This design comes from an exercise in tuning for small area on the open sky130 flow, not from production work.
The RTL was checked by simulation tests, not by an equivalence proof against the original design.
Power and IR drop assume default switching activity.

===== design/flow/config.mk =====
export PLATFORM = sky130hd
export DESIGN_NAME = KFPS2IRKB
export DESIGN_NICKNAME = KFPS2IRKB
export VERILOG_FILES = /design/flow/design.v
export SDC_FILE = /design/flow/constraint.sdc
export NUM_CORES = 4
export LEC_CHECK = 0
export ABC_AREA = 1
export CAP_MARGIN = 20
export CORE_MARGIN = 2
export CORE_UTILIZATION = 40
export CTS_BUF_LIST = sky130_fd_sc_hd__clkbuf_4
export PLACE_DENSITY = 0.6
export SLEW_MARGIN = 20

===== design/flow/constraint.sdc =====
create_clock -name core_clock -period 20.0 [get_ports {clock}]
set_input_delay 4.0000 -clock core_clock [delete_from_list [all_inputs] [get_ports {clock}]]
set_output_delay 4.0000 -clock core_clock [all_outputs]
set_load 0.01 [all_outputs]

===== design/flow/design.v =====
module KFPS2KB_Shift_Register #(
    parameter over_time = 16'd1000
) (
    input   logic           clock,
    input   logic           reset,
    input   logic           device_clock,
    input   logic           device_data,
    output  logic   [7:0]   register,
    output  logic           recieved_flag,
    output  logic           error_flag
);
    function automatic logic [15:0] lfsr_taps(input integer w);
        case (w)
            3:  lfsr_taps = 16'h0006;
            4:  lfsr_taps = 16'h000C;
            5:  lfsr_taps = 16'h0014;
            6:  lfsr_taps = 16'h0030;
            7:  lfsr_taps = 16'h0060;
            8:  lfsr_taps = 16'h00B8;
            9:  lfsr_taps = 16'h0110;
            10: lfsr_taps = 16'h0240;
            11: lfsr_taps = 16'h0500;
            12: lfsr_taps = 16'h0829;
            13: lfsr_taps = 16'h100D;
            14: lfsr_taps = 16'h2015;
            15: lfsr_taps = 16'h6000;
            default: lfsr_taps = 16'hD008;
        endcase
    endfunction
    function automatic logic [15:0] lfsr_next(input logic [15:0] s, input integer w);
        logic [15:0] m;
        m = (16'h1 << w) - 16'h1;
        lfsr_next = {s[14:0], ~^(s & lfsr_taps(w))} & m;
    endfunction
    localparam logic [3:0] READY     = 4'd0;    
    localparam logic [3:0] PARITY    = 4'd9;    
    localparam logic [3:0] STOPBIT   = 4'd10;   
    localparam logic [3:0] DONE_OK   = 4'd11;   
    localparam logic [3:0] DONE_ERR  = 4'd12;   
    localparam logic [3:0] DONE_ERR2 = 4'd13;   
    logic           prev_device_clock;
    logic           device_clock_edge;
    logic   [7:0]   shift_register;
    logic           parity;
    logic   [3:0]   state;
    logic           busy;            
    logic           data_bit;        
    localparam int RW_GEN = 14;
    localparam int RW = RW_GEN;
    localparam logic [15:0] RT_OVER = 16'h3FE6;
    logic   [RW-1:0] receiving_time;     
    logic           over_receiving_time;
    always_ff @(posedge clock, posedge reset) begin
        if (reset)
            prev_device_clock <= 1'b0;
        else
            prev_device_clock <= device_clock;
    end
    assign device_clock_edge = prev_device_clock & ~device_clock;
    assign busy     = (state != READY) && (state <= STOPBIT);
    assign data_bit = (state != READY) && (state < PARITY);
    always_ff @(posedge clock) begin
        if (data_bit & device_clock_edge)
            shift_register <= {device_data, shift_register[7:1]};
    end
    always_ff @(posedge clock) begin
        if (device_clock_edge)
            parity <= device_data ^ (parity & busy);
    end
    always_ff @(posedge clock) begin
        if (~busy | device_clock_edge)
            receiving_time <= '0;
        else
            receiving_time <= RW'(lfsr_next(16'(receiving_time), RW));
    end
    assign over_receiving_time = busy & (receiving_time == RT_OVER[RW-1:0]);
    always_ff @(posedge clock, posedge reset) begin
        if (reset)
            state <= READY;
        else if (over_receiving_time)
            state <= device_clock_edge ? DONE_ERR : DONE_ERR2;
        else if (state == DONE_ERR2)
            state <= DONE_ERR;
        else if (busy) begin
            if (device_clock_edge) begin
                if (state == STOPBIT)
                    state <= (device_data & parity) ? DONE_OK : DONE_ERR;
                else
                    state <= state + 4'd1;
            end
        end
        else
            state <= (device_clock_edge & ~device_data) ? 4'd1 : READY;
    end
    assign register      = shift_register;
    assign recieved_flag = (state == DONE_OK);
    assign error_flag    = (state == DONE_ERR) | (state == DONE_ERR2);
endmodule
module KFPS2KB #(
    parameter over_time = 16'd1000
) (
    input   logic           clock,
    input   logic           reset,
    input   logic           device_clock,
    input   logic           device_data,
    output  logic           irq,
    output  logic   [7:0]   keycode,
    input   logic           clear_keycode
);
    logic   [7:0]   register;
    logic           recieved_flag;
    logic           error_flag;
    logic           break_flag;
    logic           is_break_prefix;
    logic           set_ff;
    KFPS2KB_Shift_Register #(
        .over_time      (over_time)
    ) u_Shift_Register (
        .clock              (clock),
        .reset              (reset),
        .device_clock       (device_clock),
        .device_data        (device_data),
        .register           (register),
        .recieved_flag      (recieved_flag),
        .error_flag         (error_flag)
    );
    logic   [7:0]   converted;
    KFPS2KB_table u_table (.a(register), .y(converted));
    assign is_break_prefix = (register == 8'hF0);
    assign set_ff = error_flag | (recieved_flag & irq);
    always_ff @(posedge clock) begin
        if (irq)
            keycode <= keycode | {8{set_ff}};
        else
            keycode <= converted | {break_flag, 7'h00} | {8{error_flag}};
    end
    always_ff @(posedge clock, posedge reset) begin
        if (reset) begin
            irq         <= 1'b0;
            break_flag  <= 1'b0;
        end
        else if (clear_keycode) begin
            irq         <= 1'b0;
            break_flag  <= 1'b0;
        end
        else if (error_flag) begin
            irq         <= 1'b1;
            break_flag  <= 1'b0;
        end
        else if (recieved_flag) begin
            irq         <= irq | ~is_break_prefix;
            break_flag  <= ~irq & is_break_prefix;
        end
    end
endmodule
module KFPS2KB_table(a, y);
  input [7:0] a;
  wire [7:0] a;
  output [7:0] y;
  wire [7:0] y;
  wire _000_;
  wire _001_;
  wire _002_;
  wire _003_;
  wire _004_;
  wire _005_;
  wire _006_;
  wire _007_;
  wire _008_;
  wire _009_;
  wire _010_;
  wire _011_;
  wire _012_;
  wire _013_;
  wire _014_;
  wire _015_;
  wire _016_;
  wire _017_;
  wire _018_;
  wire _019_;
  wire _020_;
  wire _021_;
  wire _022_;
  wire _023_;
  wire _024_;
  wire _025_;
  wire _026_;
  wire _027_;
  wire _028_;
  wire _029_;
  wire _030_;
  wire _031_;
  wire _032_;
  wire _033_;
  wire _034_;
  wire _035_;
  wire _036_;
  wire _037_;
  wire _038_;
  wire _039_;
  wire _040_;
  wire _041_;
  wire _042_;
  wire _043_;
  wire _044_;
  wire _045_;
  wire _046_;
  wire _047_;
  wire _048_;
  wire _049_;
  wire _050_;
  wire _051_;
  wire _052_;
  wire _053_;
  wire _054_;
  wire _055_;
  wire _056_;
  wire _057_;
  wire _058_;
  wire _059_;
  wire _060_;
  wire _061_;
  wire _062_;
  wire _063_;
  wire _064_;
  wire _065_;
  wire _066_;
  wire _067_;
  wire _068_;
  wire _069_;
  wire _070_;
  wire _071_;
  wire _072_;
  wire _073_;
  wire _074_;
  wire _075_;
  wire _076_;
  wire _077_;
  wire _078_;
  wire _079_;
  wire _080_;
  wire _081_;
  wire _082_;
  wire _083_;
  wire _084_;
  wire _085_;
  wire _086_;
  wire _087_;
  wire _088_;
  wire _089_;
  wire _090_;
  wire _091_;
  wire _092_;
  wire _093_;
  wire _094_;
  wire _095_;
  wire _096_;
  wire _097_;
  wire _098_;
  wire _099_;
  wire _100_;
  wire _101_;
  wire _102_;
  wire _103_;
  wire _104_;
  wire _105_;
  wire _106_;
  wire _107_;
  wire _108_;
  wire _109_;
  wire _110_;
  wire _111_;
  wire _112_;
  wire _113_;
  wire _114_;
  wire _115_;
  wire _116_;
  wire _117_;
  wire _118_;
  wire _119_;
  wire _120_;
  wire _121_;
  wire _122_;
  wire _123_;
  wire _124_;
  wire _125_;
  wire _126_;
  wire _127_;
  wire _128_;
  wire _129_;
  wire _130_;
  wire _131_;
  wire _132_;
  wire _133_;
  wire _134_;
  wire _135_;
  wire _136_;
  wire _137_;
  wire _138_;
  wire _139_;
  wire _140_;
  wire _141_;
  wire _142_;
  wire _143_;
  wire _144_;
  wire _145_;
  wire _146_;
  wire _147_;
  wire _148_;
  wire _149_;
  wire _150_;
  wire _151_;
  wire _152_;
  wire _153_;
  wire _154_;
  wire _155_;
  wire _156_;
  wire _157_;
  wire _158_;
  wire _159_;
  wire _160_;
  wire _161_;
  wire _162_;
  wire _163_;
  wire _164_;
  wire _165_;
  wire _166_;
  wire _167_;
  wire _168_;
  wire _169_;
  wire _170_;
  wire _171_;
  wire _172_;
  wire _173_;
  wire _174_;
  wire _175_;
  wire _176_;
  wire _177_;
  wire _178_;
  wire _179_;
  wire _180_;
  wire _181_;
  wire _182_;
  wire _183_;
  wire _184_;
  wire _185_;
  wire _186_;
  wire _187_;
  wire _188_;
  wire _189_;
  wire _190_;
  wire _191_;
  wire _192_;
  wire _193_;
  wire _194_;
  wire _195_;
  wire _196_;
  wire _197_;
  wire _198_;
  wire _199_;
  wire _200_;
  wire _201_;
  wire _202_;
  wire _203_;
  wire _204_;
  wire _205_;
  wire _206_;
  wire _207_;
  wire _208_;
  wire _209_;
  wire _210_;
  wire _211_;
  wire _212_;
  wire _213_;
  wire _214_;
  wire _215_;
  wire _216_;
  wire _217_;
  wire _218_;
  wire _219_;
  wire _220_;
  wire _221_;
  wire _222_;
  wire _223_;
  wire _224_;
  wire _225_;
  wire _226_;
  wire _227_;
  wire _228_;
  wire _229_;
  wire _230_;
  wire _231_;
  wire _232_;
  wire _233_;
  wire _234_;
  wire _235_;
  wire _236_;
  wire _237_;
  wire _238_;
  wire _239_;
  wire _240_;
  wire _241_;
  wire _242_;
  wire _243_;
  wire _244_;
  wire _245_;
  wire _246_;
  wire _247_;
  wire _248_;
  wire _249_;
  wire _250_;
  wire _251_;
  wire _252_;
  wire _253_;
  wire _254_;
  wire _255_;
  wire _256_;
  wire _257_;
  wire _258_;
  wire _259_;
  wire _260_;
  wire _261_;
  wire _262_;
  wire _263_;
  wire _264_;
  wire _265_;
  wire _266_;
  wire _267_;
  wire _268_;
  wire _269_;
  wire _270_;
  wire _271_;
  wire _272_;
  wire _273_;
  wire _274_;
  wire _275_;
  wire _276_;
  wire _277_;
  wire _278_;
  wire _279_;
  wire _280_;
  wire _281_;
  wire _282_;
  wire _283_;
  wire _284_;
  wire _285_;
  wire _286_;
  wire _287_;
  wire _288_;
  wire _289_;
  wire _290_;
  wire _291_;
  wire _292_;
  wire _293_;
  wire _294_;
  assign _068_ = a[7] | a[5];
  assign _079_ = ~(a[1] | a[2]);
  assign _090_ = ~_079_;
  assign _100_ = a[1] & a[2];
  assign _111_ = ~a[0];
  assign _122_ = _100_ & ~(_111_);
  assign _133_ = _090_ & ~(_122_);
  assign _144_ = a[0] & ~(a[1]);
  assign _154_ = ~(_133_ | _144_);
  assign _165_ = a[3] & ~(a[2]);
  assign _176_ = ~_165_;
  assign _186_ = ~_100_;
  assign _197_ = a[0] & a[2];
  assign _208_ = a[3] & ~(_197_);
  assign _219_ = _186_ & ~(_208_);
  assign _228_ = ~a[2];
  assign _229_ = a[1] & ~(a[0]);
  assign _230_ = _228_ & ~(_229_);
  assign _231_ = _219_ & ~(_230_);
  assign _232_ = _176_ & ~(_231_);
  assign _233_ = a[4] ? _232_ : _154_;
  assign _234_ = ~(a[0] | a[2]);
  assign _235_ = a[3] & ~(_234_);
  assign _236_ = ~(a[0] | a[1]);
  assign _237_ = a[0] & a[1];
  assign _238_ = ~(_236_ | _237_);
  assign _239_ = _235_ & ~(_238_);
  assign _240_ = _176_ & ~(_239_);
  assign _241_ = _090_ & ~(_240_);
  assign _242_ = ~a[3];
  assign _243_ = _238_ & ~(a[2]);
  assign _244_ = a[2] & ~(_238_);
  assign _245_ = ~(_243_ | _244_);
  assign _246_ = _242_ & ~(_245_);
  assign _247_ = ~(_241_ | _246_);
  assign _248_ = _247_ & ~(a[2]);
  assign _249_ = ~(_248_ | _122_);
  assign _250_ = ~(_249_ & a[4]);
  assign _251_ = _133_ & ~(_234_);
  assign _252_ = _165_ | a[4];
  assign _253_ = _251_ & ~(_252_);
  assign _254_ = _250_ & ~(_253_);
  assign _255_ = ~a[6];
  assign _256_ = _255_ ? _254_ : _233_;
  assign _257_ = _068_ | _256_;
  assign _258_ = _237_ & ~(a[2]);
  assign _259_ = _258_ | a[6];
  assign _260_ = a[3] & ~(a[4]);
  assign _261_ = ~_260_;
  assign _262_ = _229_ & ~(_228_);
  assign _263_ = _261_ | _262_;
  assign _264_ = _238_ & ~(_263_);
  assign _265_ = _259_ | _264_;
  assign _266_ = _265_ | _249_;
  assign _267_ = a[7] | ~(a[5]);
  assign _268_ = _236_ & ~(_228_);
  assign _269_ = a[4] & a[3];
  assign _270_ = ~_269_;
  assign _271_ = _268_ & ~(_270_);
  assign _272_ = _271_ | _255_;
  assign _273_ = _262_ & ~(a[3]);
  assign _274_ = ~(_272_ | _273_);
  assign _275_ = _267_ | _274_;
  assign _276_ = _266_ & ~(_275_);
  assign _277_ = a[6] | ~(a[7]);
  assign _278_ = ~(a[4] | a[3]);
  assign _279_ = _278_ & ~(a[5]);
  assign _280_ = _279_ & _258_;
  assign _281_ = ~(_277_ | _280_);
  assign _282_ = _276_ | _281_;
  assign y[6] = _257_ & ~(_282_);
  assign _283_ = _268_ | _242_;
  assign _284_ = ~_234_;
  assign _285_ = _079_ | a[3];
  assign _286_ = _284_ & ~(_285_);
  assign _287_ = _283_ & ~(_286_);
  assign _288_ = _287_ | ~(_253_);
  assign _289_ = a[2] & ~(a[1]);
  assign _290_ = a[1] & ~(a[2]);
  assign _291_ = a[3] ? _290_ : _289_;
  assign _292_ = ~a[4];
  assign _293_ = _291_ & ~(_292_);
  assign _294_ = _288_ & ~(_293_);
  assign _000_ = _294_ | _255_;
  assign _001_ = a[0] & a[3];
  assign _002_ = _001_ | a[4];
  assign _003_ = _165_ & a[1];
  assign _004_ = _002_ | _003_;
  assign _005_ = _246_ & ~(_236_);
  assign _006_ = _004_ | _005_;
  assign _007_ = a[4] & ~(a[2]);
  assign _008_ = _251_ & ~(_270_);
  assign _009_ = _007_ & ~(_008_);
  assign _010_ = _009_ | a[6];
  assign _011_ = _006_ & ~(_010_);
  assign _012_ = _011_ | _068_;
  assign _013_ = _000_ & ~(_012_);
  assign _014_ = ~a[7];
  assign _015_ = a[0] ? _228_ : _289_;
  assign _016_ = _260_ & ~(_015_);
  assign _017_ = _016_ | _272_;
  assign _018_ = _273_ | a[4];
  assign _019_ = ~(_018_ | _285_);
  assign _020_ = _017_ | _019_;
  assign _021_ = ~(_236_ & _242_);
  assign _022_ = _021_ | _292_;
  assign _023_ = a[6] | ~(a[2]);
  assign _024_ = _022_ & ~(_023_);
  assign _025_ = _020_ & ~(_024_);
  assign _026_ = _014_ & ~(_025_);
  assign _027_ = a[5] & ~(_026_);
  assign y[5] = _013_ | _027_;
  assign _028_ = _244_ | a[4];
  assign _029_ = ~a[5];
  assign _030_ = _243_ | a[3];
  assign _031_ = _029_ & ~(_030_);
  assign _032_ = _028_ | _031_;
  assign _033_ = _229_ & ~(a[2]);
  assign _034_ = _242_ & ~(_033_);
  assign _035_ = _034_ & ~(_244_);
  assign _036_ = _035_ | _029_;
  assign _037_ = _144_ & ~(_036_);
  assign _038_ = _032_ | _037_;
  assign _039_ = _038_ & ~(a[6]);
  assign _040_ = _245_ & ~(_242_);
  assign _041_ = _040_ | _029_;
  assign _042_ = ~(_030_ | _197_);
  assign _043_ = _041_ | _042_;
  assign _044_ = _111_ & ~(_289_);
  assign _045_ = _029_ & ~(_044_);
  assign _046_ = _045_ | _292_;
  assign _047_ = _043_ & ~(_046_);
  assign _048_ = _039_ & ~(_047_);
  assign _049_ = _240_ | _292_;
  assign _050_ = _015_ & ~(a[3]);
  assign _051_ = _050_ | _264_;
  assign _052_ = _049_ & ~(_051_);
  assign _053_ = _284_ & ~(_240_);
  assign _054_ = _053_ | _018_;
  assign _055_ = ~(_269_ & a[0]);
  assign _056_ = _055_ & ~(_286_);
  assign _057_ = _056_ | ~(_186_);
  assign _058_ = ~(_285_ | _238_);
  assign _059_ = a[4] & ~(_058_);
  assign _060_ = _262_ | ~(_059_);
  assign _061_ = _057_ & ~(_060_);
  assign _062_ = _054_ & ~(_061_);
  assign _063_ = a[5] ? _062_ : _052_;
  assign _064_ = a[6] & ~(_063_);
  assign _065_ = _048_ | _064_;
  assign y[4] = a[7] ? a[4] : _065_;
  assign _066_ = _003_ | _292_;
  assign _067_ = _228_ ? _236_ : _144_;
  assign _069_ = _066_ | _067_;
  assign _070_ = _069_ | _246_;
  assign _071_ = ~_237_;
  assign _072_ = _228_ & ~(_236_);
  assign _073_ = _071_ & ~(_072_);
  assign _074_ = _073_ & ~(_239_);
  assign _075_ = _292_ & ~(_074_);
  assign _076_ = _070_ & ~(_075_);
  assign _077_ = _076_ | a[5];
  assign _078_ = _057_ & ~(_029_);
  assign _080_ = _292_ & ~(_287_);
  assign _081_ = _078_ & ~(_080_);
  assign _082_ = _077_ & ~(_081_);
  assign _083_ = _075_ | _080_;
  assign _084_ = _083_ & ~(_251_);
  assign _085_ = _084_ | _029_;
  assign _086_ = _111_ & ~(_285_);
  assign _087_ = _086_ | _292_;
  assign _088_ = _087_ | _015_;
  assign _089_ = _294_ & ~(_088_);
  assign _091_ = _085_ | _089_;
  assign _092_ = _247_ | _292_;
  assign _093_ = ~(_252_ | _243_);
  assign _094_ = _093_ | a[5];
  assign _095_ = _092_ & ~(_094_);
  assign _096_ = _091_ & ~(_095_);
  assign _097_ = _255_ ? _096_ : _082_;
  assign y[3] = a[7] ? a[3] : _097_;
  assign _098_ = ~(_286_ | _258_);
  assign _099_ = _098_ | _018_;
  assign _101_ = ~_290_;
  assign _102_ = _100_ & ~(_242_);
  assign _103_ = ~(_102_ | _208_);
  assign _104_ = _101_ & ~(_103_);
  assign _105_ = _059_ & ~(_104_);
  assign _106_ = _105_ | _255_;
  assign _107_ = _099_ & ~(_106_);
  assign _108_ = _107_ | _029_;
  assign _109_ = ~(_033_ | _240_);
  assign _110_ = ~(_285_ | _268_);
  assign _112_ = ~(_109_ | _110_);
  assign _113_ = _112_ | _009_;
  assign _114_ = a[3] & ~(a[1]);
  assign _115_ = ~_114_;
  assign _116_ = _284_ & ~(_058_);
  assign _117_ = _116_ | _005_;
  assign _118_ = _115_ & ~(_117_);
  assign _119_ = _118_ | _292_;
  assign _120_ = _113_ | _119_;
  assign _121_ = ~(_268_ | _258_);
  assign _123_ = _121_ & _278_;
  assign _124_ = _230_ | _144_;
  assign _125_ = _260_ & ~(_124_);
  assign _126_ = _123_ | _125_;
  assign _127_ = _120_ & ~(_126_);
  assign _128_ = _255_ & ~(_127_);
  assign _129_ = _108_ | _128_;
  assign _130_ = _087_ | _040_;
  assign _131_ = _101_ & ~(_208_);
  assign _132_ = _292_ & ~(_131_);
  assign _134_ = _130_ & ~(_132_);
  assign _135_ = _134_ | _255_;
  assign _136_ = _114_ | a[4];
  assign _137_ = _136_ | _042_;
  assign _138_ = ~(_066_ | _236_);
  assign _139_ = _138_ | a[6];
  assign _140_ = _137_ & ~(_139_);
  assign _141_ = _140_ | a[5];
  assign _142_ = _135_ & ~(_141_);
  assign _143_ = _129_ & ~(_142_);
  assign y[2] = a[7] ? a[2] : _143_;
  assign _145_ = ~(a[2] | a[6]);
  assign _146_ = ~(_145_ & _279_);
  assign _147_ = _146_ ? a[1] : _238_;
  assign _148_ = a[4] | ~(a[5]);
  assign _149_ = _148_ | _117_;
  assign _150_ = _121_ | _242_;
  assign _151_ = a[5] | a[4];
  assign _152_ = _035_ | _151_;
  assign _153_ = _150_ & ~(_152_);
  assign _155_ = a[2] & ~(_144_);
  assign _156_ = _242_ & ~(_155_);
  assign _157_ = _156_ | a[5];
  assign _158_ = _186_ & ~(_230_);
  assign _159_ = _158_ & _208_;
  assign _160_ = _157_ | _159_;
  assign _161_ = _235_ & ~(_197_);
  assign _162_ = _090_ & ~(_161_);
  assign _163_ = a[5] & ~(_162_);
  assign _164_ = _163_ | _292_;
  assign _166_ = _160_ & ~(_164_);
  assign _167_ = _153_ | _166_;
  assign _168_ = _149_ & ~(_167_);
  assign _169_ = _168_ | _255_;
  assign _170_ = _115_ & ~(_162_);
  assign _171_ = _170_ | _219_;
  assign _172_ = ~(_059_ & a[5]);
  assign _173_ = _171_ & ~(_172_);
  assign _174_ = ~(_148_ | _112_);
  assign _175_ = _173_ | _174_;
  assign _177_ = _119_ | _144_;
  assign _178_ = _158_ & ~(_261_);
  assign _179_ = _178_ | a[5];
  assign _180_ = _177_ & ~(_179_);
  assign _181_ = _175_ | _180_;
  assign _182_ = _124_ & _279_;
  assign _183_ = _182_ | a[6];
  assign _184_ = _181_ & ~(_183_);
  assign _185_ = _169_ & ~(_184_);
  assign y[1] = _014_ ? _185_ : _147_;
  assign _187_ = _290_ & ~(_292_);
  assign _188_ = _156_ & ~(_187_);
  assign _189_ = ~(_263_ | _230_);
  assign _190_ = _188_ | _189_;
  assign _191_ = ~(_190_ | _008_);
  assign _192_ = _235_ & ~(_289_);
  assign _193_ = _192_ | _292_;
  assign _194_ = _079_ & ~(_111_);
  assign _195_ = _156_ & ~(_194_);
  assign _196_ = _193_ | _195_;
  assign _198_ = _260_ & ~(_067_);
  assign _199_ = _196_ & ~(_198_);
  assign _200_ = _228_ ? a[0] : _238_;
  assign _201_ = _278_ & ~(_200_);
  assign _202_ = _199_ & ~(_201_);
  assign _203_ = a[5] ? _202_ : _191_;
  assign _204_ = a[6] & ~(_203_);
  assign _205_ = _204_ | a[7];
  assign _206_ = _151_ | _219_;
  assign _207_ = _001_ | a[5];
  assign _209_ = _021_ & ~(_207_);
  assign _210_ = _036_ & ~(_209_);
  assign _211_ = a[4] & ~(_210_);
  assign _212_ = _206_ & ~(_211_);
  assign _213_ = _212_ | _102_;
  assign _214_ = ~(_195_ & _071_);
  assign _215_ = _004_ | _029_;
  assign _216_ = _214_ & ~(_215_);
  assign _217_ = _216_ | a[6];
  assign _218_ = _213_ & ~(_217_);
  assign _220_ = _205_ | _218_;
  assign _221_ = _146_ | _144_;
  assign _222_ = _146_ & ~(_111_);
  assign _223_ = _222_ | _014_;
  assign _224_ = _221_ & ~(_223_);
  assign y[0] = _220_ & ~(_224_);
  assign _225_ = _236_ & ~(_146_);
  assign _226_ = _225_ | a[7];
  assign _227_ = _280_ & ~(_277_);
  assign y[7] = _226_ & ~(_227_);
endmodule
module KFPS2IRKB #(
    parameter over_time         = 16'd10000,   
    parameter bit_phase_cycle   = 16'd22000-16'd1    
) (
    input   logic           clock,
    input   logic           reset,
    input   logic           device_clock,
    input   logic           device_data,
    output  logic           ir_signal
);
    function automatic logic [15:0] lfsr_taps(input integer w);
        case (w)
            3:  lfsr_taps = 16'h0006;
            4:  lfsr_taps = 16'h000C;
            5:  lfsr_taps = 16'h0014;
            6:  lfsr_taps = 16'h0030;
            7:  lfsr_taps = 16'h0060;
            8:  lfsr_taps = 16'h00B8;
            9:  lfsr_taps = 16'h0110;
            10: lfsr_taps = 16'h0240;
            11: lfsr_taps = 16'h0500;
            12: lfsr_taps = 16'h0829;
            13: lfsr_taps = 16'h100D;
            14: lfsr_taps = 16'h2015;
            15: lfsr_taps = 16'h6000;
            default: lfsr_taps = 16'hD008;
        endcase
    endfunction
    function automatic logic [15:0] lfsr_next(input logic [15:0] s, input integer w);
        logic [15:0] m;
        m = (16'h1 << w) - 16'h1;
        lfsr_next = {s[14:0], ~^(s & lfsr_taps(w))} & m;
    endfunction
    localparam int HALF      = (bit_phase_cycle + 1) / 2;      
    localparam int CW_GEN = 14;
    localparam int CW        = CW_GEN;
    localparam logic [15:0] HALF_LAST = 16'h2D1D;
    localparam logic [15:0] HALF_PREV = 16'h368E;
    logic           irq;
    logic   [7:0]   keycode;
    logic           clear_keycode;
    logic   [9:0]   shift_register;
    logic           sending;
    logic           half;            
    logic   [CW-1:0] half_count;
    logic           half_end;        
    logic           phase_end;       
    logic           phase_start;     
    KFPS2KB #(
        .over_time          (over_time)
    ) u_KFPS2KB (
        .clock              (clock),
        .reset              (reset),
        .device_clock       (device_clock),
        .device_data        (device_data),
        .irq                (irq),
        .keycode            (keycode),
        .clear_keycode      (clear_keycode)
    );
    assign half_end    = (half_count == HALF_LAST[CW-1:0]);
    assign phase_end   = half & (half_count == HALF_PREV[CW-1:0]);
    assign phase_start = half & half_end;
    always_ff @(posedge clock, posedge reset) begin
        if (reset) begin
            half        <= 1'b1;
            half_count  <= HALF_LAST[CW-1:0];
        end
        else if (half_end) begin
            half        <= ~half;
            half_count  <= '0;
        end
        else
            half_count  <= CW'(lfsr_next(16'(half_count), CW));
    end
    assign sending = |shift_register;
    assign clear_keycode = phase_start & shift_register[9];
    always_ff @(posedge clock, posedge reset) begin
        if (reset)
            shift_register  <= 10'b0;
        else if (phase_end) begin
            if (sending)
                shift_register  <= {1'b0, shift_register[9:1]};
            else if (irq)
                shift_register  <= {1'b1, keycode, 1'b1};
        end
    end
    always_ff @(posedge clock, posedge reset) begin
        if (reset)
            ir_signal   <= 1'b1;
        else if (~phase_start)
            ir_signal   <= ~sending | ~(shift_register[0] ^ half);
    end
endmodule

===== design/flow/flow/run.sh =====
#!/bin/bash
# Own flow: the standard synthesis, then the combinational logic between
# the registers is mapped again with a stronger, area-oriented ABC script
# (the registers stay as they are: same instances, names and cell types),
# checked for equivalence with the standard netlist, then the standard
# layout from the floorplan on. Each tool writes its own log here.
set -euo pipefail
HERE=$(pwd)
R=$HERE/orfs/results/$FLOW_PLATFORM/KFPS2IRKB/base
LIB=$FLOW_HOME/platforms/$FLOW_PLATFORM/lib/sky130_fd_sc_hd__tt_025C_1v80.lib
TOP=$FLOW_TOP

bash standard.sh synth > standard_synth.log 2>&1
cp $R/1_2_yosys.v $R/1_2_yosys.std.v

# 1. standard netlist -> generic logic, registers kept as cells
cat > reopt_flat.ys <<EOS
read_liberty -ignore_miss_func $LIB
select -set seq =A:blackbox %% sky130_fd_sc_hd__df* sky130_fd_sc_hd__edf* sky130_fd_sc_hd__sdf* sky130_fd_sc_hd__sedf* sky130_fd_sc_hd__dl* sky130_fd_sc_hd__lpflow* sky130_fd_sc_hd__probe* sky130_fd_sc_hd__conb* %u
delete @seq
write_verilog -noattr comb_models.v
design -reset
read_liberty -lib $LIB
read_verilog -overwrite comb_models.v
read_verilog $R/1_2_yosys.std.v
hierarchy -top $TOP
flatten
proc
techmap
opt -fast
opt_clean -purge
write_verilog -noattr reopt_flat.v
EOS
yosys -s reopt_flat.ys > reopt_flat.log 2>&1

# 2. map the logic again for area
cat > reopt_map.ys <<EOS
read_liberty -lib $LIB
read_verilog reopt_flat.v
hierarchy -top $TOP
proc
techmap
opt -fast
abc -liberty $LIB -dont_use *probe* -dont_use *lpflow* -script $HERE/flow/area.abc
opt_clean -purge
hilomap -singleton -hicell sky130_fd_sc_hd__conb_1 HI -locell sky130_fd_sc_hd__conb_1 LO
opt_clean -purge
stat -liberty $LIB
check -assert -mapped
write_verilog -noattr -nohex -nodec reopt.v
EOS
yosys -s reopt_map.ys > reopt_map.log 2>&1

# 3. prove the new netlist equals the standard one (registers paired by name)
cat > reopt_equiv.ys <<EOS
read_liberty -ignore_miss_func $LIB
read_verilog $R/1_2_yosys.std.v
rename $TOP gold
read_verilog reopt.v
rename $TOP gate
hierarchy -check
flatten gold gate
proc
async2sync
rename -hide w:_*
opt_clean
equiv_make gold gate equiv
hierarchy -top equiv
equiv_simple -seq 2
equiv_induct -seq 2
equiv_status -assert
EOS
if yosys -s reopt_equiv.ys > reopt_equiv.log 2>&1; then
  cp reopt.v $R/1_2_yosys.v
  rm -f $R/1_synth.odb $R/1_synth.sdc
else
  echo "equivalence check failed; keeping the standard netlist" >> reopt_equiv.log
fi

bash standard.sh finish > standard_finish.log 2>&1

===== design/flow/flow/area.abc =====
strash
&get -n; &fraig -x; &put
dc2
balance; rewrite; refactor; balance; rewrite; rewrite -z; balance; refactor -z; rewrite -z; balance
balance -l; resub -K 6 -l; rewrite -l; resub -K 6 -N 2 -l; refactor -l; resub -K 8 -l; balance -l; resub -K 8 -N 2 -l; rewrite -l; resub -K 10 -l; rewrite -z -l; resub -K 10 -N 2 -l; balance -l; resub -K 12 -l; refactor -z -l; resub -K 12 -N 2 -l; rewrite -z -l; balance -l
&get -n
&deepsyn -T 120
&put
&get -n
&dch -f
&nf -p -R 1000 -F 8 -A 4 -C 32
&put
topo

===== design/flow/standard.sh =====
#!/bin/bash
# synth_recipe.tcl (not shown) runs the flow's synth.tcl, then flattens the netlist and writes it again
# the make line also repeats each setting of config.mk as NAME=value (left out here)
make -C /OpenROAD-flow-scripts/flow DESIGN_CONFIG=/design/flow/config.mk WORK_HOME=/design/flow/orfs CLKGATE_MAP_FILE= SYNTH_SCRIPT=/design/flow/synth_recipe.tcl "${@:-finish}"

==> results of run 1 <==
power groups by stage:
| stage | sequential (mW) | combinational [mW] | clock, mW |
|---|---|---|---|
| final | 0.160 | 0.107 | 0.101 |
| after global routing | 0.163 | 0.119 | 0.110 |
| after CTS | 0.160 | 0.104 | 0.103 |
| after detailed placement | 0.163 | 0.103 | 0 |
| after global placement | 0.163 | 0.104 | 0 |
| after floorplan | 0.165 | 0.0716 | 0 |
critical path: stages:
cell and delay [ps]:
clkdlybuf4s50_1 410, nand2b_1 370, nor3_1 590, clkbuf_2 280
layer usage:
layer  up-vias  track usage, %
met5         -               0
met4         0            6.76
met3        20            5.61
met2       145            27.3
met1      1400            30.0
li1       1486               -
registers in the layout (all words and copies together), names as in the netlist:
name	flops
u_KFPS2KB.irq	1
ir_signal	1
shift_register	10
u_KFPS2KB.keycode	8
half	1
u_KFPS2KB.u_Shift_Register.state	4
u_KFPS2KB.break_flag	1
u_KFPS2KB.u_Shift_Register.shift_register	8
u_KFPS2KB.u_Shift_Register.parity	1
u_KFPS2KB.u_Shift_Register.prev_device_clock	1
half_count	14
u_KFPS2KB.u_Shift_Register.receiving_time	14
worst paths after layout:
path                                                           endpoint  slack [ps]  depth (start not counted)
setup / recovery           u_KFPS2KB.u_Shift_Register.shift_register[3]       14480                          4
hold reg to reg                                           half_count[7]         380                          0
setup reg to reg                                   u_KFPS2KB.keycode[4]       16260                         16
min in group asynchronous  u_KFPS2KB.u_Shift_Register.prev_device_clock        3710                          2
max in group asynchronous                                 half_count[8]       15700                          3
hold / removal                                            half_count[7]         380                          0
through the flow:
stage	worst slack (ps)	util, %	std cells	cell area [sq um]	power [mW]
after global placement	13940	43.8	497	3560	0.267
after CTS	14320	45.8	513	3730	0.367
final	14480	45.9	514	3730	0.368
after global routing	14380	45.9	514	3730	0.392
after detailed placement	13860	43.8	497	3560	0.266
after floorplan	14640	-	380	3330	0.236
layout make-up:
type | instances | area, sq um | share of cell area (%)
multi-input cells | 306 | 1750 | 46.8
flip-flops and latches | 64 | 1550 | 41.5
well taps | 105 | 131 | 3.52
repair buffers | 13 | 105 | 2.82
clock buffers | 11 | 82.6 | 2.21
clock inverters | 5 | 81.3 | 2.18
inverters | 10 | 37.5 | 1.01
layout by cell type (no fill, tap or decap), drive strengths merged, types with 9 or more instances in the layout:
cell     n
a21oi   35
dfrtp   23
nand3   12
dfxtp   22
edfxtp   9
nand2   36
and3    15
nor2    42
a31oi   11
nor2b   21
nand2b  11
dfstp   10
nor3    16
clkbuf  12
o21ai   28
clkinv  12
==> results.py, run 1 <==
metrics = {
    "logic_synthesis": {
        "syn_area_sq_um": 3330,
        "yosys_warnings": 3,
        "syn_nets": 384,
        "netlist_instances": 380,
        "syn_avg_cell_area_sq_um": 8.76,
    },
    "power_and_ir_drop": {
        "p_sw_mw": 0.132,
        "p_int_mw": 0.236,
        "swShare_pct": 36.0,
        "vdd_ir_drop_max_mv": 0.0541,
        "power_density_nw_per_um2": 98.6,
        "leakagePower_nw": 1.48,
        "p_clk_share_pct": 27.3,
        "comb_power_share_pct": 29.1,
        "power_frac_seq_pct": 43.6,
    },
    "sta": {
        "maxSlewViolCount": 0,
        "fin_crit_sh_pct": 27.6,
        "hold_viol_final": 0,
        "min_period_ps": 5520,
        "setup_viol": 0,
        "setup_tns_ps": 0,
        "skew_ps": 16.2,
        "worst_pin_slew_ps": 819,
        "timing.hold.ws_ps": 380,
        "relSlewSlack_pct": 45.2,
        "rsz0062_at_grt": "false",
        "clock.fmax_ghz": 0.181,
    },
    "route": {
        "wl_met2_um": 3540,
        "via_per_inst": 5.94,
        "drt-pass1-iter-count": 5,
        "drc": 0,
        "vias": 3051,
        "wl_met3_um": 654,
        "drtIter0Drc": 395,
        "ant_nets": 0,
        "highest_layer": "met4",
        "wl_per_cell_um": 16.2,
        "wl_met1_um": 3980,
        "drt_wl_total_um": 8350,
    },
    "cts": {
        "ctsResizeCount": 0,
        "clk_pin_slew_ps": 100,
        "holdBufCountCts": 0,
        "cts_tree": "built",
        "cts_setup_buffers": 0,
        "numCtsBuffers": 9,
        "cts_buffer_depth": 2,
        "cts_root_buffer": "clkbuf_4",
        "clk_latency_ps": 420,
        "cts-htree-levels": 3,
        "cts_sinks": 64,
    },
    "die": {
        "die_x_um": 95.2,
        "rows": 33,
        "dieArea_sq_um": 9060,
        "initial_core_util_pct": 40.9,
        "top_level_ports": 5,
        "chipHeight_um": 95.2,
        "fp.coreArea_sq_um": 8130,
    },
    "job": {
        "maxCapViolations": 0,
    },
    "placement": {
        "portBuffers": 4,
        "place.gp.congestion": 0.895,
        "hpwl_um": 5560,
    },
    "status": {
        "status": "timing/DRC/antenna clean",
    },
    "setup_path": {
        "worstPathMaxFanout": 17,
        "start_kind": "primary input",
        "worstReg2RegStart": "u_KFPS2KB.u_Shift_Register.shift_register[1]",
        "startpoint": "device_clock",
        "cp.arrival_ps": 5650,
        "required_ps": 20120,
        "worstSetupPathType": "primary input to flop",
        "cp-end-kind": "flop",
    },
    "final_layout": {
        "nets": 408,
        "diodes": 0,
        "nFillCells": 768,
        "layout-drive-gt1-share_pct": 8.80,
        "areaGrowthSynthToFinish_pct": 12.2,
    },
    "global_route": {
        "grt_usage_pct": 20.0,
        "grt_pass1_wl_um": 14100,
        "grt_remaining_overflow": 0,
        "antenna_found_initial": 0,
        "grt_pass1_vias": 2772,
        "grt_max_degree": 33,
    },
    "hold_path": {
        "hp-start": "half_count[6]",
        "hold_path_class": "flop to flop",
    },
}
==> run 2, diff against run 1 <==
--- a/design/flow/config.mk
+++ b/design/flow/config.mk
@@ -10,5 +10,5 @@
 export CORE_MARGIN = 2
 export CORE_UTILIZATION = 40
-export CTS_BUF_LIST = sky130_fd_sc_hd__clkbuf_4
+export CTS_BUF_LIST = sky130_fd_sc_hd__clkbuf_8
 export PLACE_DENSITY = 0.6
 export SLEW_MARGIN = 20
==> run 2 against run 1 <==
Effect of this change:
- wire length is 0.22% lower
- worst setup slack got worse by 83 ps
- final cell count stayed put
- maximum frequency shrank 1.5%
- via count decreased by 1.0%
- worst hold slack got worse by 8.8 ps
- synthesized cell count unchanged
- critical endpoint unchanged
- highest routed layer unchanged
==> results.py, run 2 <==
metrics = {
    "status": {
        "status": "timing/DRC/antenna clean",
    },
    "sta": {
        "fin_crit_sh_pct": 28.0,
        "relSlewSlack_pct": 44.5,
        "clock.fmax_ghz": 0.178,
        "skew_ps": 12.0,
        "hold_viol_final": 0,
        "rsz0062_at_grt": "false",
        "maxSlewViolCount": 0,
        "setup_viol": 0,
        "min_period_ps": 5610,
        "worst_pin_slew_ps": 830,
        "setup_tns_ps": 0,
    },
    "cts": {
        "cts-htree-levels": 3,
        "cts_setup_buffers": 0,
        "cts_tree": "built",
        "clk_pin_slew_ps": 60,
        "holdBufCountCts": 0,
        "ctsResizeCount": 0,
        "numCtsBuffers": 9,
        "clk_latency_ps": 340,
        "cts_buffer_depth": 2,
        "cts_root_buffer": "clkbuf_8",
        "cts_sinks": 64,
    },
    "setup_path": {
        "worstReg2RegStart": "u_KFPS2KB.u_Shift_Register.shift_register[1]",
        "required_ps": 20040,
        "worstSetupPathType": "primary input to flop",
        "r2r_cells": 16,
        "start_kind": "primary input",
        "slowest_stage": "nor3_1",
        "worstPathMaxFanout": 17,
        "cp-end-kind": "flop",
        "r2r_slack_ps": 16340,
        "crit_path_cell_trace": "clkdlybuf4s50_1 > nand2b_1 > nor3_1 > clkbuf_2",
        "max_stage_delay_ps": 580,
        "reg2reg_to": "u_KFPS2KB.keycode[4]",
        "cp.arrival_ps": 5650,
    },
    "hold_path": {
        "hold-path-cell-count": 0,
        "hold_end": "half_count[7]",
        "hold_path_class": "flop to flop",
        "hp-start": "half_count[6]",
    },
    "die": {
        "chipHeight_um": 95.2,
        "top_level_ports": 5,
        "die_x_um": 95.2,
        "dieArea_sq_um": 9060,
        "rows": 33,
        "fp.coreArea_sq_um": 8130,
        "initial_core_util_pct": 40.9,
    },
    "route": {
        "via_per_inst": 5.87,
        "drc": 0,
        "drt-pass1-iter-count": 5,
        "wl_per_cell_um": 16.2,
        "drt_wl_total_um": 8330,
        "drtIter0Drc": 445,
        "vias": 3019,
        "ant_nets": 0,
    },
    "power_and_ir_drop": {
        "leakagePower_nw": 1.50,
        "vdd_ir_drop_max_mv": 0.0582,
        "power_density_nw_per_um2": 102,
        "power.total_mw": 0.386,
    },
    "global_route": {
        "grt_pass1_wl_um": 14000,
        "grt_pass1_vias": 2754,
        "grt_usage_pct": 19.8,
        "grt_max_degree": 33,
        "grt_remaining_overflow": 0,
        "antenna_found_initial": 0,
    },
    "logic_synthesis": {
        "netlist_instances": 380,
        "syn_avg_cell_area_sq_um": 8.76,
        "yosys_warnings": 3,
        "syn_nets": 384,
        "syn_area_sq_um": 3330,
    },
    "final_layout": {
        "layout_common_cells": "42 x nor2_1, 36 x nand2_1, 35 x a21oi_1",
        "areaGrowthSynthToFinish_pct": 13.7,
        "diodes": 0,
        "layout-drive-gt1-share_pct": 8.31,
        "final_common_cell": "nor2_1",
        "nets": 408,
        "reg.largest.list": "half_count (14), u_KFPS2KB.u_Shift_Register.receiving_time (14), shift_register (10)",
    },
    "job": {
        "maxCapViolations": 0,
    },
    "placement": {
        "hpwl_um": 5560,
        "portBuffers": 4,
        "place.gp.congestion": 0.895,
    },
}
run 2: cell count changes in the layout (fill, tap and decap cells not counted):
cell / change
clkbuf_4: -11
clkbuf_8: +9
inv_1: +2
run 2: worst max path at each step:
| stage | start | to | slack, ps | cells past startpoint |
|---|---|---|---|---|
| 6_report | device_clock | u_KFPS2KB.u_Shift_Register.shift_register[3] | 14390 | 4 |
| 5_1_grt | device_clock | u_KFPS2KB.u_Shift_Register.shift_register[2] | 14270 | 4 |
| 4_1_cts | device_clock | u_KFPS2KB.u_Shift_Register.shift_register[1] | 14230 | 3 |
| 3_5_place_dp | device_clock | u_KFPS2KB.u_Shift_Register.shift_register[1] | 13860 | 3 |
| 3_3_place_gp | device_clock | u_KFPS2KB.u_Shift_Register.shift_register[1] | 13940 | 3 |
| 2_1_floorplan | device_clock | u_KFPS2KB.u_Shift_Register.shift_register[0] | 14640 | 2 |
run 2: stage by stage:
| stage | hold slack, ps | area (sq um) | util, % | instances | setup slack (ps) |
|---|---|---|---|---|---|
| after floorplan | 355 | 3330 | - | 380 | 14640 |
| after global placement | 357 | 3560 | 43.8 | 497 | 13940 |
| after detailed placement | 365 | 3560 | 43.8 | 497 | 13860 |
| after CTS | 375 | 3780 | 46.4 | 513 | 14230 |
| after global routing | 395 | 3780 | 46.5 | 514 | 14270 |
| final | 372 | 3780 | 46.5 | 514 | 14390 |
run 2: worst max-delay path, delay by kind of cell:
kind / cells / cell delay, ps
buffers and inverters: 2 / 690
and+or+nand+nor: 2 / 950
run 2: per-layer routing:
| layer | track usage [%] | up-vias | wire length (um) |
|---|---|---|---|
| li1 | - | 1472 | - |
| met1 | 30.2 | 1372 | 3970 |
| met2 | 27.2 | 160 | 3520 |
| met3 | 5.06 | 15 | 712 |
| met4 | 6.16 | 0 | 131 |
| met5 | 0 | - | 0 |
run 2: power by group:
| group | total (mW) | leakage, nW | internal, mW | switching [mW] |
|---|---|---|---|---|
| Combinational | 0.107 | 0.725 | 0.0370 | 0.0700 |
| Clock | 0.118 | 0.112 | 0.0692 | 0.0490 |
| Sequential | 0.161 | 0.665 | 0.145 | 0.0154 |
| Total | 0.386 | 1.50 | 0.252 | 0.134 |
run 2: cell type report:
cell class | count | area (sq um)
clock inverter | 7 | 88.8
sequential | 64 | 1550
timing repair buffer | 13 | 105
clock buffer | 9 | 124
inverter | 10 | 37.5
fill | 765 | 4350
tap | 105 | 131
multi-input combinational | 306 | 1750
==> run 3, diff against run 2 <==
--- a/design/flow/config.mk
+++ b/design/flow/config.mk
@@ -7,8 +7,10 @@
 export LEC_CHECK = 0
 export ABC_AREA = 1
-export CAP_MARGIN = 20
+export CAP_MARGIN = 0
 export CORE_MARGIN = 2
 export CORE_UTILIZATION = 40
 export CTS_BUF_LIST = sky130_fd_sc_hd__clkbuf_8
+export CTS_CLUSTER_DIAMETER = 500
+export CTS_CLUSTER_SIZE = 100
 export PLACE_DENSITY = 0.6
-export SLEW_MARGIN = 20
+export SLEW_MARGIN = 0
==> run 3 against run 2 <==
Effect of this change:
- total power increased by 0.65%
- clock skew shrank 1.2 ps
- global-route usage shrank 1.0 points
- worst setup slack worse by 110 ps
- final cell count down 3.5%
- largest cell class unchanged
- sequential share of layout area increased by 0.83 points
==> results.py, run 3 <==
metrics = {
    "status": {
        "status": "timing/DRC/antenna clean",
    },
    "cts": {
        "holdBufCountCts": 0,
        "clk_pin_slew_ps": 60,
        "cts_buffer_depth": 2,
        "cts-htree-levels": 3,
        "cts_root_buffer": "clkbuf_8",
        "cts_sinks": 64,
        "clk_latency_ps": 330,
        "cts_tree": "built",
        "numCtsBuffers": 9,
        "ctsResizeCount": 0,
        "cts_setup_buffers": 0,
    },
    "logic_synthesis": {
        "syn_avg_cell_area_sq_um": 9.08,
        "netlist_instances": 365,
        "syn_area_sq_um": 3310,
        "yosys_warnings": 3,
        "syn_nets": 369,
    },
    "final_layout": {
        "layout_common_cells": "37 x nand2_1, 37 x nor2_1, 24 x nor2b_1",
        "utilization_pct": 45.6,
        "nFillCells": 776,
        "diodes": 0,
        "reg.largest.list": "half_count (14), u_KFPS2KB.u_Shift_Register.receiving_time (14), shift_register (10)",
        "nets": 390,
        "multi_input_area_sq_um": 1740,
        "layout-drive-gt1-share_pct": 7.67,
        "ff_latch_area_sq_um": 1550,
        "areaGrowthSynthToFinish_pct": 11.9,
    },
    "sta": {
        "fin_crit_sh_pct": 28.6,
        "worst_pin_slew_ps": 1010,
        "timing.hold.ws_ps": 380,
        "min_period_ps": 5710,
        "fin_ws_ps": 14290,
        "rsz0062_at_grt": "false",
        "setup_viol": 0,
        "hold_viol_final": 0,
        "relSlewSlack_pct": 32.4,
        "skew_ps": 10.9,
        "setup_tns_ps": 0,
        "clock.fmax_ghz": 0.175,
        "maxSlewViolCount": 0,
    },
    "global_route": {
        "antenna_found_initial": 0,
        "grt_remaining_overflow": 0,
        "grt_max_degree": 39,
        "grt_pass1_vias": 2684,
        "met3_usage_pct": 4.58,
        "busiest_layer": "met2",
        "grt_pass1_wl_um": 13300,
        "use_met2_pct": 27.6,
        "grtUsageMet1_pct": 27.1,
        "grt_usage_pct": 18.8,
    },
    "route": {
        "wl_per_cell_um": 16.2,
        "ant_nets": 0,
        "drc": 0,
        "via_per_inst": 5.98,
        "drt-pass1-iter-count": 5,
        "vias": 2964,
        "drt_wl_total_um": 8010,
        "drtIter0Drc": 232,
    },
    "setup_path": {
        "worstSetupPathType": "primary input to flop",
        "cp-end-kind": "flop",
        "required_ps": 19940,
        "crit_path_cell_trace": "clkdlybuf4s50_1 > nand2b_1 > nor3_1",
        "start_kind": "primary input",
        "cp.arrival_ps": 5660,
        "worstPathMaxFanout": 16,
        "slowest_stage": "nor3_1",
        "max_stage_delay_ps": 880,
    },
    "power_and_ir_drop": {
        "leakagePower_nw": 1.44,
        "vdd_ir_drop_max_mv": 0.0426,
        "power_density_nw_per_um2": 105,
    },
    "hold_path": {
        "hold_path_class": "flop to flop",
    },
    "die": {
        "die_x_um": 95.0,
        "rows": 33,
        "dieArea_sq_um": 9030,
        "chipHeight_um": 95.0,
        "fp.coreArea_sq_um": 8130,
        "initial_core_util_pct": 40.7,
        "top_level_ports": 5,
    },
    "placement": {
        "post-place-ws_ps": 13930,
        "hpwl_um": 5460,
        "portBuffers": 4,
        "place.gp.congestion": 0.961,
    },
    "job": {
        "maxCapViolations": 0,
    },
}
[run 3: critical path: cells and delay by family]
family,cells,cell delay [ps]
buf+inv,1,400
simple gates,2,1250
[run 3: path summary, 6_finish.rpt]
kind                       slack [ps]                                    startpoint  cells past startpoint                                           end
hold reg to reg                   380                                 half_count[6]                      0                                 half_count[7]
max in group asynchronous       15610                                         reset                      3                                 half_count[2]
hold / removal                    380                                 half_count[6]                      0                                 half_count[7]
setup reg to reg                16590  u_KFPS2KB.u_Shift_Register.shift_register[3]                     11                          u_KFPS2KB.break_flag
min in group asynchronous        4050                                         reset                      3  u_KFPS2KB.u_Shift_Register.prev_device_clock
setup / recovery                14290                                  device_clock                      3  u_KFPS2KB.u_Shift_Register.shift_register[4]
[run 3: final cells by class]
cell class / count / share of cell area (%)
Clock buffer: 11 / 4.08
Clock inverter: 5 / 0.675
Inverter: 7 / 0.709
Multi-Input combinational cell: 294 / 46.9
Sequential cell: 64 / 41.8
Tap cell: 105 / 3.54
Timing Repair Buffer: 10 / 2.29
[run 3: power by group]
| part | total (mW) | internal [mW] | switching, mW |
|---|---|---|---|
| clock | 0.0960 | 0.0504 | 0.0456 |
| combinational | 0.113 | 0.0439 | 0.0686 |
| sequential | 0.180 | 0.154 | 0.0256 |
| total | 0.389 | 0.249 | 0.140 |
[run 3: layer usage]
metal / part of all wire (%) / up-vias
li1: - / 1439
met1: 47 / 1397
met2: 45 / 116
met3: 6.6 / 12
met4: 1.3 / 0
met5: 0 / -
[run 3: through the flow]
stage,cells,power [mW],instance area [sq um]
4_1_cts,496,0.390,3710
5_1_grt,496,0.415,3710
3_3_place_gp,480,0.293,3530
3_5_place_dp,480,0.292,3530
6_report,496,0.389,3710
2_1_floorplan,365,0.259,3310
==> run 4, diff against run 3 <==
--- a/design/flow/config.mk
+++ b/design/flow/config.mk
@@ -10,5 +10,5 @@
 export CORE_MARGIN = 2
 export CORE_UTILIZATION = 40
-export CTS_BUF_LIST = sky130_fd_sc_hd__clkbuf_8
+export CTS_BUF_LIST = sky130_fd_sc_hd__clkbuf_16
 export CTS_CLUSTER_DIAMETER = 500
 export CTS_CLUSTER_SIZE = 100
==> run 4 against run 3 <==
Effect of this change:
- final cell count unchanged
- global-route usage rose by 0.26 points
- combinational power barely moved
==> results.py, run 4 <==
metrics = {
    "placement": {
        "post-place-ws_ps": 13930,
        "hpwl_um": 5460,
        "place.gp.congestion": 0.961,
        "portBuffers": 4,
    },
    "hold_path": {
        "hold_end": "half_count[7]",
        "hold-path-cell-count": 0,
        "hold_path_class": "flop to flop",
        "hp-start": "half_count[6]",
    },
    "final_layout": {
        "reg.largest.list": "half_count (14), u_KFPS2KB.u_Shift_Register.receiving_time (14), shift_register (10)",
        "ff_latch_area_sq_um": 1550,
        "nFillCells": 771,
        "nets": 390,
        "utilization_pct": 46.6,
        "multi_input_area_sq_um": 1740,
        "areaGrowthSynthToFinish_pct": 14.3,
        "layout_common_cells": "37 x nand2_1, 37 x nor2_1, 24 x nor2b_1",
        "layout-drive-gt1-share_pct": 7.16,
        "diodes": 0,
    },
    "global_route": {
        "grt_max_degree": 39,
        "grt_remaining_overflow": 0,
        "grt_usage_pct": 19.1,
        "grt_pass1_vias": 2699,
        "grt_pass1_wl_um": 13500,
        "antenna_found_initial": 0,
    },
    "route": {
        "drc": 0,
        "highest_layer": "met4",
        "drt-pass1-iter-count": 5,
        "wl_met3_um": 623,
        "drtIter0Drc": 245,
        "wl_met2_um": 3740,
        "wl_per_cell_um": 16.5,
        "drt_wl_total_um": 8170,
        "ant_nets": 0,
        "vias": 2992,
        "via_per_inst": 6.03,
        "wl_met1_um": 3710,
    },
    "cts": {
        "cts_tree": "built",
        "cts_root_buffer": "clkbuf_16",
        "clk_latency_ps": 320,
        "cts_setup_buffers": 0,
        "clk_pin_slew_ps": 50,
        "cts_buffer_depth": 2,
        "cts-htree-levels": 3,
        "numCtsBuffers": 9,
        "cts_sinks": 64,
        "holdBufCountCts": 0,
        "ctsResizeCount": 0,
    },
    "logic_synthesis": {
        "yosys_warnings": 3,
        "syn_avg_cell_area_sq_um": 9.08,
        "syn_area_sq_um": 3310,
        "netlist_instances": 365,
        "syn_nets": 369,
    },
    "power_and_ir_drop": {
        "swShare_pct": 34.4,
        "power_density_nw_per_um2": 113,
        "vdd_ir_drop_max_mv": 0.0453,
        "p_clk_share_pct": 31.1,
        "leakagePower_nw": 1.47,
        "power_frac_seq_pct": 42.3,
        "comb_power_share_pct": 26.6,
        "p_int_mw": 0.280,
        "p_sw_mw": 0.147,
    },
    "sta": {
        "rsz0062_at_grt": "false",
        "clock.fmax_ghz": 0.175,
        "fin_ws_ps": 14270,
        "fin_crit_sh_pct": 28.6,
        "maxSlewViolCount": 0,
        "min_period_ps": 5730,
        "hold_viol_final": 0,
        "skew_ps": 6.22,
        "setup_tns_ps": 0,
        "setup_viol": 0,
        "worst_pin_slew_ps": 1020,
        "relSlewSlack_pct": 32.2,
    },
    "setup_path": {
        "reg2reg_to": "u_KFPS2KB.break_flag",
        "worstReg2RegStart": "u_KFPS2KB.u_Shift_Register.shift_register[3]",
        "start_kind": "primary input",
        "required_ps": 19940,
        "r2r_cells": 11,
        "cp.arrival_ps": 5670,
        "cp-end-kind": "flop",
        "r2r_slack_ps": 16580,
        "worstPathMaxFanout": 16,
        "worstSetupPathType": "primary input to flop",
    },
    "die": {
        "fp.coreArea_sq_um": 8130,
        "dieArea_sq_um": 9030,
        "chipHeight_um": 95.0,
        "initial_core_util_pct": 40.7,
        "rows": 33,
        "top_level_ports": 5,
        "die_x_um": 95.0,
    },
    "job": {
        "maxCapViolations": 0,
    },
    "status": {
        "status": "timing/DRC/antenna clean",
    },
}
==> run 4: changes by cell type in the layout (fill, tap and decap cells not counted), sizes merged <==
cell / before / now
clkbuf: 11 / 9
clkinv: 9 / 11
==> run 4: how the worst max path moves through the flow <==
stage	to	from
finish	u_KFPS2KB.u_Shift_Register.shift_register[4]	device_clock
CTS	u_KFPS2KB.u_Shift_Register.shift_register[4]	device_clock
floorplan	u_KFPS2KB.u_Shift_Register.shift_register[0]	device_clock
detailed placement	u_KFPS2KB.u_Shift_Register.shift_register[0]	device_clock
global placement	u_KFPS2KB.u_Shift_Register.shift_register[0]	device_clock
global route	u_KFPS2KB.u_Shift_Register.shift_register[4]	device_clock
==> run 4: layer usage <==
| layer | global-route usage [%] | vias up |
|---|---|---|
| li1 | - | 1439 |
| met1 | 27.4 | 1399 |
| met2 | 28.3 | 143 |
| met3 | 5.30 | 11 |
| met4 | 5.07 | 0 |
| met5 | 0 | - |
==> run 4: layout make-up <==
| class | instances | share of cell area, % |
|---|---|---|
| flip-flops and latches | 64 | 40.9 |
| clock inverters | 7 | 0.859 |
| clock buffers | 9 | 5.94 |
| well taps | 105 | 3.47 |
| multi-input cells | 294 | 45.9 |
| inverters | 7 | 0.694 |
| repair buffers | 10 | 2.25 |
==> run 4: through the flow <==
step,hold slack (ps),std cells,total power [mW],area [sq um]
floorplan,355,365,0.259,3310
global placement,360,480,0.293,3530
detailed placement,368,480,0.292,3530
CTS,379,496,0.427,3790
global route,392,496,0.452,3790
finish,377,496,0.426,3790
==> run 4: power groups by stage <==
stage | Clock, mW | Combinational, mW | Sequential (mW)
global route | 0.142 | 0.127 | 0.183
global placement | 0 | 0.111 | 0.182
detailed placement | 0 | 0.110 | 0.182
floorplan | 0 | 0.0801 | 0.178
CTS | 0.136 | 0.111 | 0.180
finish | 0.133 | 0.113 | 0.180
==> run 4: worst max-delay path, cell delays in order <==
cell,delay [ps]
clkdlybuf4s50_1,400
nand2b_1,370
nor3_1,890
==> run 5, diff against run 4 <==
==> design/flow/flow/area.abc (replaced) <==
strash
&get -n; &fraig -x; &put
dc2
balance; rewrite; refactor; balance; rewrite; rewrite -z; balance; refactor -z; rewrite -z; balance
balance -l; resub -K 6 -l; rewrite -l; resub -K 6 -N 2 -l; refactor -l; resub -K 8 -l; balance -l; resub -K 8 -N 2 -l; rewrite -l; resub -K 10 -l; rewrite -z -l; resub -K 10 -N 2 -l; balance -l; resub -K 12 -l; refactor -z -l; resub -K 12 -N 2 -l; rewrite -z -l; balance -l
dch -f
map -a
topo
==> design/flow/config.mk (replaced) <==
export PLATFORM = sky130hd
export DESIGN_NAME = KFPS2IRKB
export DESIGN_NICKNAME = KFPS2IRKB
export VERILOG_FILES = /design/flow/design.v
export SDC_FILE = /design/flow/constraint.sdc
export NUM_CORES = 4
export LEC_CHECK = 0
export ABC_AREA = 1
export CAP_MARGIN = 20
export CORE_MARGIN = 2
export CORE_UTILIZATION = 40
export CTS_BUF_LIST = sky130_fd_sc_hd__clkbuf_4
export PLACE_DENSITY = 0.6
export SLEW_MARGIN = 20
==> run 5 against run 4 <==
Effect of this change:
- still clean on timing, DRC and antenna
- synthesized area grew 3.3%
- critical path depth fell by 2
- final cell count rose by 20%
- non-clock buffer count shrank 3
- clock skew up 13 ps
- combinational power decreased by 67%
- maximum frequency grew 4.9%
- worst setup slack gained 270 ps
- total power decreased by 37%
- global-route usage up 1.9 points
- critical path type is now flop to primary output
- largest cell class unchanged
- highest routed layer unchanged
==> results.py, run 5 <==
metrics = {
    "status": {
        "status": "timing/DRC/antenna clean",
    },
    "global_route": {
        "grt_usage_pct": 20.9,
        "grt_remaining_overflow": 0,
        "grt_max_degree": 34,
        "grt_pass1_wl_um": 15000,
        "grt_pass1_vias": 3168,
        "antenna_found_initial": 0,
    },
    "final_layout": {
        "nets": 491,
        "reg.largest.list": "half_count (14), u_KFPS2KB.u_Shift_Register.receiving_time (14), shift_register (10)",
        "utilization_pct": 45.5,
        "layout-drive-gt1-share_pct": 6.10,
        "layout_common_cells": "102 x nor2_1, 72 x clkinv_1, 59 x a21oi_1",
        "final_common_cell": "nor2_1",
        "areaGrowthSynthToFinish_pct": 9.72,
        "diodes": 0,
        "final_area_sq_um": 3760,
    },
    "cts": {
        "cts-htree-levels": 3,
        "numCtsBuffers": 9,
        "ctsResizeCount": 0,
        "cts_buffer_depth": 2,
        "holdBufCountCts": 0,
        "cts_root_buffer": "clkbuf_4",
        "cts_tree": "built",
        "clk_pin_slew_ps": 110,
        "cts_setup_buffers": 0,
        "clk_latency_ps": 400,
        "cts_sinks": 64,
    },
    "sta": {
        "worst_pin_slew_ps": 859,
        "hold_viol_final": 0,
        "setup_viol": 0,
        "setup_tns_ps": 0,
        "maxSlewViolCount": 0,
        "skew_ps": 19.5,
        "rsz0062_at_grt": "false",
        "fin_crit_sh_pct": 27.3,
        "fin_ws_ps": 14540,
        "relSlewSlack_pct": 42.7,
        "clock.fmax_ghz": 0.183,
        "min_period_ps": 5460,
    },
    "route": {
        "vias": 3412,
        "drt_wl_total_um": 8920,
        "wl_per_cell_um": 14.9,
        "drt-pass1-iter-count": 6,
        "ant_nets": 0,
        "drc": 0,
        "via_per_inst": 5.72,
        "drtIter0Drc": 374,
    },
    "placement": {
        "portBuffers": 4,
        "hpwl_um": 6350,
        "post-place-ws_ps": 14360,
        "place.gp.congestion": 0.998,
        "placed_cell_area_sq_um": 3620,
    },
    "setup_path": {
        "cp-end-kind": "primary output",
        "critPathBufInv": 1,
        "cp_top_family": "flip-flops",
        "max_stage_delay_ps": 550,
        "worstSetupPathType": "flop to primary output",
        "start_kind": "flop",
        "crit_path_cell_trace": "clkdlybuf4s50_1",
        "cp.arrival_ps": 1460,
        "worstPathMaxFanout": 2,
        "slowest_stage": "dfstp_2",
        "required_ps": 16000,
    },
    "die": {
        "fp.coreArea_sq_um": 8260,
        "chipHeight_um": 96.5,
        "top_level_ports": 5,
        "dieArea_sq_um": 9310,
        "die_x_um": 96.5,
        "initial_core_util_pct": 41.5,
        "rows": 33,
    },
    "logic_synthesis": {
        "syn_avg_cell_area_sq_um": 7.30,
        "yosys_warnings": 3,
        "syn_nets": 473,
        "netlist_instances": 469,
        "syn_area_sq_um": 3420,
    },
    "power_and_ir_drop": {
        "leakagePower_nw": 1.38,
        "vdd_ir_drop_max_mv": 0.0622,
        "power_density_nw_per_um2": 71.0,
    },
    "job": {
        "maxCapViolations": 0,
    },
    "hold_path": {
        "hold_path_class": "flop to flop",
    },
}
==> run 5: metrics by stage <==
step / std cells / hold slack (ps) / power [mW]
floorplan: 469 / 354 / 0.170
global placement: 581 / 358 / 0.182
detailed placement: 581 / 365 / 0.181
CTS: 597 / 389 / 0.270
global route: 597 / 414 / 0.281
finish: 597 / 386 / 0.267
==> run 5: final timing paths <==
kind                                                                   start  cells past startpoint  slack (ps)                                      endpoint
worst min-delay path                                           half_count[5]                      0         390                                 half_count[6]
worst max register to register  u_KFPS2KB.u_Shift_Register.shift_register[2]                     11       16590                          u_KFPS2KB.keycode[0]
worst max-delay path                                               ir_signal                      1       14540                                     ir_signal
worst min register to register                                 half_count[5]                      0         390                                 half_count[6]
max in group asynchronous                                              reset                      3       15680                                half_count[13]
min in group asynchronous                                              reset                      3        3980  u_KFPS2KB.u_Shift_Register.prev_device_clock
==> run 5: layout make-up <==
| class | instances | area (sq um) |
|---|---|---|
| clock buffers | 11 | 82.6 |
| fillers | 842 | 4500 |
| clock inverters | 5 | 56.3 |
| multi-input cells | 334 | 1610 |
| flip-flops and latches | 64 | 1550 |
| inverters | 71 | 267 |
| well taps | 105 | 131 |
| repair buffers | 7 | 62.6 |
==> run 5: metal layers <==
metal / global-route usage (%) / part of all wire [%] / vias up
met4: 10.3 / 4.3 / 0
met2: 30.7 / 43 / 182
met3: 4.65 / 8.4 / 51
met1: 29.1 / 44 / 1533
met5: 0 / 0 / -
li1: - / - / 1646
==> run 5: report_power, final <==
part	switching, mW	internal (mW)
sequential	0.00546	0.137
clock	0.0463	0.0411
combinational	0.0248	0.0121
total	0.0766	0.190

==> afterwards: timing with drivers on the ports <==
How much do the figures lean on ideal ports? The routed layouts below were timed once more, with nothing changed but the port constraints.
Step 1 assumes that a clkbuf_16 drives the clock port and a buf_2 every other input.
Step 2 moves the port delays by t, midway between the first and last clock arrival at a register: inputs arrive t later, outputs are due t later. That takes back most of the time a late clock gives input paths.
Slacks: ideal ports / drivers / drivers and shift; pairs: ideal ports / drivers.
run | t (ns) | setup WS [ns] | worst slew at a driven data input, ns
run 1 | 0.437 | 14.476 / 14.483 / 14.046 | 0.03
run 2 | 0.361 | 14.393 / 14.402 / 14.041 | 0.03
run 3 | 0.353 | 14.287 / 14.292 / 13.939 | 0.03
run 4 | 0.352 | 14.272 / 14.282 / 13.929 | 0.03
run 5 | 0.417 | 14.538 / 14.509 / 14.353 | 0.03
After both steps every run listed still meets setup and hold. The setup slack of run 1, which loses most, moves by +0.007 ns with the drivers and by -0.430 ns with both steps.
